What follows belongs to an exercise in optimizing a design on an open flow for small area; a production flow would make more cautious choices. Function was not checked in any run shown here: the RTL went through the layout flow alone. The flow treats the clock pin as an ideal source, which a real chip does not have.

==> flow/design.v, too long to show whole: its modules and the start of the top module <==
// module cordic_dds: 685 lines
module cordic_dds (clk, phase_i, sin_o, cos_o, err_o);
  // ...
==> flow/flow/run.sh <==
#!/bin/bash
# Own layout flow: the standard flow (standard synthesis unchanged), with
#  - the port buffers made from sky130_fd_sc_hd__buf_1 cells,
#  - clock tree options passed to clock_tree_synthesis,
#  - power recovery (cell down-sizing on paths with slack) after global routing.
# Each make run writes its full output to a log of its own in the work folder;
# ORFS's per-step logs are under orfs/logs/.
set -euo pipefail
cd "$(dirname "$0")/.."
source flow/knobs.sh
bash standard.sh finish \
  "BUFFER_PORTS_ARGS=$PORT_BUF_ARGS" \
  "CTS_ARGS=$CTS_ARGS" \
  "RECOVER_POWER=$RECOVER" > flow_standard.log 2>&1
==> flow/flow/knobs.sh <==
PORT_BUF_ARGS="-buffer_cell sky130_fd_sc_hd__buf_1"
CTS_ARGS="-sink_clustering_enable -repair_clock_nets -dont_use_dummy_load -buf_list sky130_fd_sc_hd__clkbuf_16 -sink_clustering_size 25 -sink_clustering_max_diameter 120"
RECOVER=0
==> flow/standard.sh <==
#!/bin/bash
# synth_recipe.tcl (not shown) runs the flow's synth.tcl, then flattens the netlist and writes it again
# the make line also repeats each setting of config.mk as NAME=value (left out here)
make -C /OpenROAD-flow-scripts/flow DESIGN_CONFIG=/design/flow/config.mk WORK_HOME=/design/flow/orfs CLKGATE_MAP_FILE= SYNTH_SCRIPT=/design/flow/synth_recipe.tcl "${@:-finish}"
==> flow/config.mk <==
export PLATFORM = sky130hd
export DESIGN_NAME = cordic_dds
export DESIGN_NICKNAME = cordic_dds
export VERILOG_FILES = /design/flow/design.v
export SDC_FILE = /design/flow/constraint.sdc
export NUM_CORES = 4
export LEC_CHECK = 0
export ABC_AREA = 1
export ABC_CLOCK_PERIOD_IN_PS = 5000
export CAP_MARGIN = 20
export CORE_MARGIN = 2
export CORE_UTILIZATION = 65
export SLEW_MARGIN = 20
==> flow/constraint.sdc <==
create_clock -name core_clock -period 5.0 [get_ports {clk}]
set_input_delay 1.0000 -clock core_clock [delete_from_list [all_inputs] [get_ports {clk}]]
set_output_delay 1.0000 -clock core_clock [all_outputs]
set_load 0.01 [all_outputs]
==> run summary, run 1 <==
Metal-1 WL roughly 20 mm; routed via count between 15000 and 20000; Top Family by Delay on Critical Path simple AND/OR/NAND/NOR gates; Hold Crit Start d12_13$_DFF_P_; Top class by area multi-input gates; GR Util met2 approximately three fifths; slowest cell on the critical path dfxtp_4; min setup slack post-route ~500 ps; register area share after synthesis about a third; largest family of logic cells by synthesized area simple AND/OR/NAND/NOR gates; Critical path origin d8_12$_DFF_P_; # setup viols final 0; Met3 Routed Length 2.68 mm; Synth-to-Final Area Change 6.62%; critical path depth 30; adder-cell share of the synthesized area 9.49%; status complete, no violations; design area between 0.02 and 0.025 mm2; CTS sink count 359; critical path type reg2reg; Fin Setup TNS 0 ps; Ports 68; area leader, netlist dfxtp_1; Fin. Hold Viols 0; #FFs+latches synth 359
==> run 2, diff against run 1 <==
--- a/flow/config.mk
+++ b/flow/config.mk
@@ -11,3 +11,3 @@
 export CORE_MARGIN = 2
-export CORE_UTILIZATION = 65
+export CORE_UTILIZATION = 40
 export SLEW_MARGIN = 20
==> run summary, run 2 <==
# DRC 0 (unchanged); Core ar. 0.0512 mm2 (was 0.0315 mm2); hpwl dp 40.6 mm (was 41.4 mm); area leader, netlist dfxtp_1 (unchanged); clk_skew 56.1 ps (was 40.0 ps); Fmax achieved 0.220 GHz (was 0.222 GHz); FP Rows 83 (was 65); worst hold path type reg2reg (unchanged); crit start category flop (unchanged); RSZ-0062 raised after global routing no (unchanged); detailed router's first-iteration violation count 1162 (was 1225); slowest cell on the critical path dfxtp_2 (was dfxtp_4); critical path type reg2reg (unchanged); area of the die 0.0536 mm2 (was 0.0333 mm2); layout cells sized above 1 6.38% (was 6.26%); top cells by count, synth 597 x nand2_1, 375 x inv_1, 359 x dfxtp_1, 215 x xor2_1, 184 x nand3_1 (unchanged); #FFs+latches synth 359 (unchanged); Critical Path Most Common Cell nand2_1 (unchanged); first-pass GRT wire length 83.2 mm (was 85.5 mm); register area share after synthesis 34.7% (unchanged); Worst Path Buf+Inv 3 (was 4); most common cell after layout, fill and taps aside nand2_1 (unchanged); grt ovf 0 (unchanged); vias in the first global route 16783 (was 17750); mapped cell area 0.0207 mm2 (unchanged); cells after synthesis 2719 (unchanged); CP Max Fanout 23 (was 13); GPL Wtd Cong 0.954 (was 1.04); final worst path period need 4540 ps (was 4500 ps); initial antenna violation count 0 (unchanged); Post-synth EDFFs 0 (unchanged); Yosys warning total 2 (unchanged); Setup Fix Bufs, Post-CTS 0 (unchanged); initial core utilization 40.4% (was 65.8%); Synth cell types 58 (unchanged); async set-reset flop share out of synthesis 0% (unchanged); diodes inserted 0 (unchanged); largest net degree at the start of global routing 39 (was 34); post-synthesis average cell area 7.61 um2 (unchanged); DR WL/cell 14.7 um (was 16.6 um); routed via count 17525 (was 17969); Regs by FF count q x30, cos_r x17, sin_r x17 (unchanged); Fin Setup TNS 0 ps (unchanged); CP max stage delay 400 ps (was 420 ps); NumNets Final 2980 (was 2972); CP Data Arrival Time 4950 ps (was 4920 ps); Synth-to-Final Area Change 8.55% (was 6.62%); largest cells by area after synthesis dfxtp_1 35%, nand2_1 11%, ha_1 9.5%, xor2_1 9.1%, inv_1 6.8% (unchanged); clock-pin slew on the worst setup and hold paths 90 ps (was 110 ps); relative slew slack 29.8% (was 34.1%); die height 232 um (was 182 um); Ports 68 (unchanged); status complete, no violations (unchanged); later-pin clock latency in the skew report 530 ps (about the same); Max Cap Viol 0 (unchanged); Routed Antenna Nets 0 (unchanged); Least-Margin Pin Slew 1050 ps (was 985 ps); most common cell in the netlist nand2_1 (unchanged); largest reg by FF count q (unchanged); max FFs per register 30 (unchanged); share of the synthesized area in the top cell type 34.7% (unchanged); syn nets 2893 (unchanged); CTS sink count 359 (unchanged); commonest non-fill, non-tap cells in the layout 595 x nand2_1, 374 x inv_1, 358 x dfxtp_1 (was 595 x nand2_1, 374 x inv_1, 355 x dfxtp_1); Via density 5.03 (was 5.62); max-slew violation count 0 (unchanged); Port-buffer cells 67 (unchanged); crit share post-route 90.9% (was 90.0%); # setup viols final 0 (unchanged); number of fill cells 5184 (was 2467); gr usage total 18.9% (was 31.6%); final wirelength 51.1 mm (was 53.0 mm); die width 232 um (was 182 um); CTS tree yes (unchanged); Num CTS Buffers 19 (was 18); crit end category flop (unchanged); Post-synth top flop dfxtp_1 (unchanged); Req. time, crit path 5410 ps (was 5420 ps); Top Family by Delay on Critical Path simple AND/OR/NAND/NOR gates (unchanged); Pre-antenna DRT Iters 5 (was 8); Fin. Hold Viols 0 (unchanged)
[run 2: stage by stage]
stage / worst slack, ps / util, % / cells / hold WS (ps) / cell area, um2
floorplan: 467 / - / 2719 / 310 / 20700
global placement: 518 / 42.9 / 3465 / 310 / 22000
detailed placement: 419 / 42.9 / 3465 / 312 / 22000
CTS: 350 / 43.9 / 3484 / 322 / 22500
global route: 11.1 / 43.9 / 3484 / 339 / 22500
finish: 457 / 43.9 / 3484 / 326 / 22500
[run 2: worst register-to-register path, delay by kind of cell (launching register included)]
family | cells | cell delay (ps)
AND/OR/NAND/NOR | 15 | 1630
AO/OA/AOI/OAI | 8 | 1390
adder cells (fa/ha/maj) | 2 | 590
flip-flops | 1 | 400
buffers and inverters | 3 | 310
XOR/XNOR | 1 | 100
[run 2: cell type report]
type                       instances  area [um2]  area share (%)
clock buffer                      19         475            2.12
inverter                         390        1460            6.51
multi-input combinational       1890       11600            51.8
sequential                       359        7190            32.0
tap                              680         851            3.79
timing repair buffer             146         857            3.81
[run 2: cell families (layout without fill, tap and decap cells)]
logic type                 after synthesis  after routing  share of synthesized area [%]
adders and majority gates              157            157                           9.49
DFF                                    359            359                           34.7
and+or+nand+nor                       1069           1069                           22.8
buffers and inverters                  470            555                           9.17
AOI/OAI and AO/OA                      327            327                           9.45
xor gates and xnor gates               337            337                           14.3
[run 2: layer usage]
metal,global-route usage [%],wire length (um)
met5,0,0
met1,21.9,21200
met3,2.30,2360
met2,35.2,25400
met4,7.28,2100
[run 2: final timing paths]
path / startpoint / endpoint / slack (ps) / depth (start not counted)
min: d7_8$_DFF_P_ / d7_9$_DFF_P_ / 330 / 0
max reg2reg: d8_12$_DFF_P_ / yr13[11]$_DFF_P_ / 460 / 29
min reg2reg: d7_8$_DFF_P_ / d7_9$_DFF_P_ / 330 / 0
max: d8_12$_DFF_P_ / yr13[11]$_DFF_P_ / 460 / 29
[run 2: timing repair]
item	in CTS	in global routing
hold buffers	0	0
resized for setup	0	5
setup endpoints to repair	0	15

separate check: timing with driven ports:
The flow's constraints put no driver on any port. The routed layouts listed below were extracted and timed again, unchanged, in two steps.
Step 1 (the two cells are an assumption about what drives the block):
set clk [get_ports {clk}]
set_driving_cell -lib_cell sky130_fd_sc_hd__clkbuf_16 $clk
set_driving_cell -lib_cell sky130_fd_sc_hd__buf_2 [delete_from_list [all_inputs] $clk]
Step 2 adds t to the input delays and takes it off the output delays; t is the mean of the earliest and latest rising clock arrival at the registers after step 1. Input paths then give back, and output paths get back, about the clock's delay inside the block.
Three values: ideal, step 1, step 2; two values: the first two.
run	t (ns)	slack for setup (ns)	hold slack, ns
run 1	0.559	0.499 / 0.499 / 0.499	0.306 / 0.306 / 0.306
run 2	0.555	0.457 / 0.457 / 0.457	0.326 / 0.326 / 0.326
After both steps every run listed still meets setup and hold.
